Context: an optimization exercise on an open-source flow, tuned for small area. The choices shown serve that exercise and are no tape-out recipe. Function was checked by simulation only, so behaviour that the tests miss may differ from the original.

==> 07-09 <==
Design profir, start of the top module:
module profir(
	input 			clock,
	input 			reset,
	input signed  [15:0] 	datain,
	input			din_enable,
	output         [5:0] 	coeffaddress,
	input signed  [35:0]	coeff0,
	input signed  [35:0]	coeff1,
	input signed  [35:0]	coeff2,
	input signed  [35:0]	coeff3,
	input signed  [35:0]	coeff4,
	input signed  [35:0]	coeff5,
	input signed  [35:0]	coeff6,
	input signed  [35:0]	coeff7,
	output signed [15:0]  dataout0,
	output signed [15:0]  dataout1,
	output signed [15:0]  dataout2,
	output signed [15:0]  dataout3,
	output signed [15:0]  dataout4,
	output signed [15:0]  dataout5,
	output signed [15:0]  dataout6,
	output signed [15:0]  dataout7
);
==> module profir, before the edit <==
module profir(
	input 			clock,
	input 			reset,
	input signed  [15:0] 	datain,
	input			din_enable,
	output         [5:0] 	coeffaddress,
	input signed  [35:0]	coeff0,
	input signed  [35:0]	coeff1,
	input signed  [35:0]	coeff2,
	input signed  [35:0]	coeff3,
	input signed  [35:0]	coeff4,
	input signed  [35:0]	coeff5,
	input signed  [35:0]	coeff6,
	input signed  [35:0]	coeff7,
	output signed [15:0]  dataout0,
	output signed [15:0]  dataout1,
	output signed [15:0]  dataout2,
	output signed [15:0]  dataout3,
	output signed [15:0]  dataout4,
	output signed [15:0]  dataout5,
	output signed [15:0]  dataout6,
	output signed [15:0]  dataout7
);
reg [15:0] ring [0:127];
reg [15:0] newx;
reg [6:0] tapidx;
reg [7:0] nvalid;
reg [6:0] remain;
reg [31:0] acc0, acc1, acc2, acc3, acc4, acc5, acc6, acc7;
wire [6:0] j = tapidx + {6'd0, din_enable};
wire t127 = (tapidx == 7'd127);
wire t0 = (tapidx == 7'd0);
wire jzero = din_enable ? t127 : t0;
wire [15:0] xnew = din_enable ? datain : newx;
wire [15:0] xm = jzero ? xnew : ring[127];
wire older = ({1'b0, tapidx} < nvalid);
wire use_x = din_enable ? (older | t127) : (older & (remain != 7'd0));
wire [15:0] x = use_x ? xm : 16'd0;
wire busy_next = din_enable | (remain > 7'd1);
wire [6:0] jm1 = j - 7'd1;
wire [6:0] jnext = busy_next ? jm1 : j;
assign coeffaddress = jnext[6:1];
wire hi = j[0];
wire keep = ~din_enable;
wire [17:0] m1 = {{2{x[15]}}, x};
wire [17:0] m2 = {x[15], x, 1'b0};
wire [17:0] m3 = m1 + m2;
wire [31:0] s0, s1, s2, s3, s4, s5, s6, s7;
profir_mac mac0(.x(x), .m1(m1), .m2(m2), .m3(m3), .c(hi ? coeff0[35:18] : coeff0[17:0]), .a({~(acc0[31:8] & {24{keep}}), acc0[7:0] | {8{~keep}}}), .y(s0));
profir_mac mac1(.x(x), .m1(m1), .m2(m2), .m3(m3), .c(hi ? coeff1[35:18] : coeff1[17:0]), .a({~(acc1[31:8] & {24{keep}}), acc1[7:0] | {8{~keep}}}), .y(s1));
profir_mac mac2(.x(x), .m1(m1), .m2(m2), .m3(m3), .c(hi ? coeff2[35:18] : coeff2[17:0]), .a({~(acc2[31:8] & {24{keep}}), acc2[7:0] | {8{~keep}}}), .y(s2));
profir_mac mac3(.x(x), .m1(m1), .m2(m2), .m3(m3), .c(hi ? coeff3[35:18] : coeff3[17:0]), .a({~(acc3[31:8] & {24{keep}}), acc3[7:0] | {8{~keep}}}), .y(s3));
profir_mac mac4(.x(x), .m1(m1), .m2(m2), .m3(m3), .c(hi ? coeff4[35:18] : coeff4[17:0]), .a({~(acc4[31:8] & {24{keep}}), acc4[7:0] | {8{~keep}}}), .y(s4));
profir_mac mac5(.x(x), .m1(m1), .m2(m2), .m3(m3), .c(hi ? coeff5[35:18] : coeff5[17:0]), .a({~(acc5[31:8] & {24{keep}}), acc5[7:0] | {8{~keep}}}), .y(s5));
profir_mac mac6(.x(x), .m1(m1), .m2(m2), .m3(m3), .c(hi ? coeff6[35:18] : coeff6[17:0]), .a({~(acc6[31:8] & {24{keep}}), acc6[7:0] | {8{~keep}}}), .y(s6));
profir_mac mac7(.x(x), .m1(m1), .m2(m2), .m3(m3), .c(hi ? coeff7[35:18] : coeff7[17:0]), .a({~(acc7[31:8] & {24{keep}}), acc7[7:0] | {8{~keep}}}), .y(s7));
integer i;
always @(posedge clock)
begin
	for (i = 127; i > 0; i = i - 1)
		ring[i] <= ring[i-1];
	ring[0] <= xm;
	if (din_enable)
		newx <= datain;
	acc0 <= s0;
	acc1 <= s1;
	acc2 <= s2;
	acc3 <= s3;
	acc4 <= s4;
	acc5 <= s5;
	acc6 <= s6;
	acc7 <= s7;
	if (reset) begin
		tapidx <= 7'd64;
		nvalid <= 8'd0;
		remain <= 7'd0;
	end else begin
		tapidx <= jm1;
		if (din_enable) begin
			if (!nvalid[7])
				nvalid <= nvalid + 8'd1;
			remain <= 7'd127;
		end else if (remain != 7'd0)
			remain <= remain - 7'd1;
	end
end
assign dataout0 = acc0[31:16];
assign dataout1 = acc1[31:16];
assign dataout2 = acc2[31:16];
assign dataout3 = acc3[31:16];
assign dataout4 = acc4[31:16];
assign dataout5 = acc5[31:16];
assign dataout6 = acc6[31:16];
assign dataout7 = acc7[31:16];
endmodule
==> flow/config.mk <==
export PLATFORM = sky130hd
export DESIGN_NAME = profir
export DESIGN_NICKNAME = profir
export VERILOG_FILES = /design/flow/design.v
export SDC_FILE = /design/flow/constraint.sdc
export NUM_CORES = 4
export LEC_CHECK = 0
export CAP_MARGIN = 20
export CELL_PAD_IN_SITES_DETAIL_PLACEMENT = 1
export CELL_PAD_IN_SITES_GLOBAL_PLACEMENT = 1
export CORE_MARGIN = 2
export CORE_UTILIZATION = 40
export PLACE_DENSITY = 0.5
export SLEW_MARGIN = 20
export SYNTH_HIERARCHICAL = 1
export SYNTH_MINIMUM_KEEP_SIZE = 0
==> flow/constraint.sdc <==
create_clock -name core_clock -period 13.0 [get_ports {clock}]
set_input_delay 2.6000 -clock core_clock [delete_from_list [all_inputs] [get_ports {clock}]]
set_output_delay 2.6000 -clock core_clock [all_outputs]
set_load 0.01 [all_outputs]
standard.sh (not shown) runs the stock make flow with config.mk's settings and CLKGATE_MAP_FILE= SYNTH_SCRIPT=/design/flow/synth_recipe.tcl, a recipe that flattens the netlist after the stock synthesis.
==> flow/flow/run.sh <==
#!/bin/bash
# The standard layout (the standard.sh, which runs the standard synthesis and
# ORFS to the final layout) with two changes to how it is built:
#  - the port buffers that placement inserts are the smallest buffer cell;
#  - clock tree synthesis clusters more registers per leaf buffer and inserts no
#    dummy loads.
# ORFS writes each step's full log under orfs/logs; make's own output goes to
# flow_make.log here.
set -euo pipefail
cd "$(dirname "$0")/.."
export BUFFER_PORTS_ARGS="-buffer_cell sky130_fd_sc_hd__buf_1"
export CTS_ARGS="-sink_clustering_enable -repair_clock_nets -dont_use_dummy_load -sink_clustering_size 20 -sink_clustering_max_diameter 60 -buf_list {sky130_fd_sc_hd__clkbuf_8}"
bash standard.sh > flow_make.log 2>&1
==> inputs of 06-01, as changes to 07-09 <==
--- a/flow/design.v
+++ b/flow/design.v
@@ -28,23 +28,24 @@
 reg [7:0] nvalid;
 reg [6:0] remain;
 reg [31:0] acc0, acc1, acc2, acc3, acc4, acc5, acc6, acc7;
 wire [6:0] j = tapidx + {6'd0, din_enable};
 wire t127 = (tapidx == 7'd127);
 wire t0 = (tapidx == 7'd0);
+wire busy = (remain != 7'd0);
 wire jzero = din_enable ? t127 : t0;
 wire [15:0] xnew = din_enable ? datain : newx;
 wire [15:0] xm = jzero ? xnew : ring[127];
 wire older = ({1'b0, tapidx} < nvalid);
-wire use_x = din_enable ? (older | t127) : (older & (remain != 7'd0));
+wire use_x = din_enable ? (older | t127) : (older & busy);
 wire [15:0] x = use_x ? xm : 16'd0;
 wire busy_next = din_enable | (remain > 7'd1);
 wire [6:0] jm1 = j - 7'd1;
 wire [6:0] jnext = busy_next ? jm1 : j;
 assign coeffaddress = jnext[6:1];
-wire hi = j[0];
+wire hi = tapidx[0] ^ ~busy;
 wire keep = ~din_enable;
 wire [17:0] m1 = {{2{x[15]}}, x};
 wire [17:0] m2 = {x[15], x, 1'b0};
 wire [17:0] m3 = m1 + m2;
 wire [31:0] s0, s1, s2, s3, s4, s5, s6, s7;
 profir_mac mac0(.x(x), .m1(m1), .m2(m2), .m3(m3), .c(hi ? coeff0[35:18] : coeff0[17:0]), .a({~(acc0[31:8] & {24{keep}}), acc0[7:0] | {8{~keep}}}), .y(s0));
==> inputs of 01-25, as changes to 07-09 <==
--- a/flow/design.v
+++ b/flow/design.v
@@ -28,36 +28,40 @@
 reg [7:0] nvalid;
 reg [6:0] remain;
 reg [31:0] acc0, acc1, acc2, acc3, acc4, acc5, acc6, acc7;
 wire [6:0] j = tapidx + {6'd0, din_enable};
 wire t127 = (tapidx == 7'd127);
 wire t0 = (tapidx == 7'd0);
+wire busy = (remain != 7'd0);
 wire jzero = din_enable ? t127 : t0;
 wire [15:0] xnew = din_enable ? datain : newx;
 wire [15:0] xm = jzero ? xnew : ring[127];
 wire older = ({1'b0, tapidx} < nvalid);
-wire use_x = din_enable ? (older | t127) : (older & (remain != 7'd0));
-wire [15:0] x = use_x ? xm : 16'd0;
+wire sj = busy ? t0 : t127;
+wire [15:0] sxm = sj ? (busy ? newx : datain) : ring[127];
+wire s_use = busy ? older : (older | t127);
+wire [15:0] x = s_use ? sxm : 16'd0;
+wire act = busy | din_enable;
 wire busy_next = din_enable | (remain > 7'd1);
 wire [6:0] jm1 = j - 7'd1;
 wire [6:0] jnext = busy_next ? jm1 : j;
 assign coeffaddress = jnext[6:1];
-wire hi = j[0];
+wire hi = tapidx[0] ^ ~busy;
 wire keep = ~din_enable;
 wire [17:0] m1 = {{2{x[15]}}, x};
 wire [17:0] m2 = {x[15], x, 1'b0};
 wire [17:0] m3 = m1 + m2;
 wire [31:0] s0, s1, s2, s3, s4, s5, s6, s7;
-profir_mac mac0(.x(x), .m1(m1), .m2(m2), .m3(m3), .c(hi ? coeff0[35:18] : coeff0[17:0]), .a({~(acc0[31:8] & {24{keep}}), acc0[7:0] | {8{~keep}}}), .y(s0));
-profir_mac mac1(.x(x), .m1(m1), .m2(m2), .m3(m3), .c(hi ? coeff1[35:18] : coeff1[17:0]), .a({~(acc1[31:8] & {24{keep}}), acc1[7:0] | {8{~keep}}}), .y(s1));
-profir_mac mac2(.x(x), .m1(m1), .m2(m2), .m3(m3), .c(hi ? coeff2[35:18] : coeff2[17:0]), .a({~(acc2[31:8] & {24{keep}}), acc2[7:0] | {8{~keep}}}), .y(s2));
-profir_mac mac3(.x(x), .m1(m1), .m2(m2), .m3(m3), .c(hi ? coeff3[35:18] : coeff3[17:0]), .a({~(acc3[31:8] & {24{keep}}), acc3[7:0] | {8{~keep}}}), .y(s3));
-profir_mac mac4(.x(x), .m1(m1), .m2(m2), .m3(m3), .c(hi ? coeff4[35:18] : coeff4[17:0]), .a({~(acc4[31:8] & {24{keep}}), acc4[7:0] | {8{~keep}}}), .y(s4));
-profir_mac mac5(.x(x), .m1(m1), .m2(m2), .m3(m3), .c(hi ? coeff5[35:18] : coeff5[17:0]), .a({~(acc5[31:8] & {24{keep}}), acc5[7:0] | {8{~keep}}}), .y(s5));
-profir_mac mac6(.x(x), .m1(m1), .m2(m2), .m3(m3), .c(hi ? coeff6[35:18] : coeff6[17:0]), .a({~(acc6[31:8] & {24{keep}}), acc6[7:0] | {8{~keep}}}), .y(s6));
-profir_mac mac7(.x(x), .m1(m1), .m2(m2), .m3(m3), .c(hi ? coeff7[35:18] : coeff7[17:0]), .a({~(acc7[31:8] & {24{keep}}), acc7[7:0] | {8{~keep}}}), .y(s7));
+profir_mac mac0(.x(x), .m1(m1), .m2(m2), .m3(m3), .cr(hi ? coeff0[35:18] : coeff0[17:0]), .a({~(acc0[31:8] & {24{keep}}), acc0[7:0] | {8{~keep}}}), .act(act), .y(s0));
+profir_mac mac1(.x(x), .m1(m1), .m2(m2), .m3(m3), .cr(hi ? coeff1[35:18] : coeff1[17:0]), .a({~(acc1[31:8] & {24{keep}}), acc1[7:0] | {8{~keep}}}), .act(act), .y(s1));
+profir_mac mac2(.x(x), .m1(m1), .m2(m2), .m3(m3), .cr(hi ? coeff2[35:18] : coeff2[17:0]), .a({~(acc2[31:8] & {24{keep}}), acc2[7:0] | {8{~keep}}}), .act(act), .y(s2));
+profir_mac mac3(.x(x), .m1(m1), .m2(m2), .m3(m3), .cr(hi ? coeff3[35:18] : coeff3[17:0]), .a({~(acc3[31:8] & {24{keep}}), acc3[7:0] | {8{~keep}}}), .act(act), .y(s3));
+profir_mac mac4(.x(x), .m1(m1), .m2(m2), .m3(m3), .cr(hi ? coeff4[35:18] : coeff4[17:0]), .a({~(acc4[31:8] & {24{keep}}), acc4[7:0] | {8{~keep}}}), .act(act), .y(s4));
+profir_mac mac5(.x(x), .m1(m1), .m2(m2), .m3(m3), .cr(hi ? coeff5[35:18] : coeff5[17:0]), .a({~(acc5[31:8] & {24{keep}}), acc5[7:0] | {8{~keep}}}), .act(act), .y(s5));
+profir_mac mac6(.x(x), .m1(m1), .m2(m2), .m3(m3), .cr(hi ? coeff6[35:18] : coeff6[17:0]), .a({~(acc6[31:8] & {24{keep}}), acc6[7:0] | {8{~keep}}}), .act(act), .y(s6));
+profir_mac mac7(.x(x), .m1(m1), .m2(m2), .m3(m3), .cr(hi ? coeff7[35:18] : coeff7[17:0]), .a({~(acc7[31:8] & {24{keep}}), acc7[7:0] | {8{~keep}}}), .act(act), .y(s7));
 integer i;
 always @(posedge clock)
 begin
 	for (i = 127; i > 0; i = i - 1)
 		ring[i] <= ring[i-1];
 	ring[0] <= xm;
@@ -96,16 +100,18 @@
 endmodule
 module profir_mac(
 	input  [15:0] x,
 	input  [17:0] m1,
 	input  [17:0] m2,
 	input  [17:0] m3,
-	input  [17:0] c,
+	input  [17:0] cr,
 	input  [31:0] a,
+	input         act,
 	output [31:0] y
 );
+	wire [17:0] c = cr & {18{act}};
 	wire e1_0 = ~c[1] & c[0];
 	wire e2_0 = c[1] & ~c[0];
 	wire e3_0 = c[1] & c[0];
 	wire pn0_0 = ~(c[0] & m1[0]);
 	wire pn0_1;
 	profir_pp pp0_1(.e1(e1_0), .e2(e2_0), .e3(e3_0), .a(m1[1]), .b(m2[1]), .c(m3[1]), .y(pn0_1));
==> results_dict.tcl <==
set metrics [dict create \
    critPathLaunchType "flop" \
    diodes 6 \
    finalCriticalPeriod_ps 12390 \
    p_clk_mw 3.33 \
    via_count 67300 \
    hold_path.startpoint "ring[58][7]$_DFF_P_" \
    outcome "timing/DRC/antenna clean" \
]
-- figures above: 01-25

==> results_dict.tcl <==
set metrics [dict create \
    critPathLaunchType "input port" \
    outcome "timing/DRC/antenna clean" \
    hold_path.startpoint "ring[5][14]$_DFF_P_" \
    diodes 17 \
    inv_count 704 \
    finalCriticalPeriod_ps 12710 \
    p_clk_mw 3.30 \
    post_cts_buffers 0 \
]
-- figures above: 06-01

==> results_dict.tcl <==
set metrics [dict create \
    outcome "timing/DRC/antenna clean" \
    finalCriticalPeriod_ps 12700 \
    via_count 66100 \
    critPathLaunchType "input port" \
]
-- figures above: 07-09

## what the ideal ports hide
The results above use ideal ports. As a check the final layouts listed here were re-extracted and re-timed, cells and wires unchanged. Step 1, drivers: a clkbuf_16 drives clock and a buf_2 each remaining input, both assumed. Step 2, shift: input delay + t, output delay - t, t = (earliest + latest rising clock arrival at the registers) / 2. This alone moves slack from input paths to output paths. Slacks: ideal ports / drivers / drivers and shift; pairs: ideal ports / drivers.
run | shift t [ns] | setup slack, ns | worst data-port slew with drivers (ns)
07-09 | 1.025 | 0.296 / 0.327 / -0.698 | 0.11
06-01 | 1.040 | 0.291 / 0.295 / -0.746 | 0.16
01-25 | 1.018 | 0.613 / 0.603 / -0.415 | 0.16
With both steps, setup timing fails in every run listed, where it was met with ideal ports. The setup slack of 06-01, which loses most, moves by +0.004 ns with the drivers and by -1.037 ns with both steps.
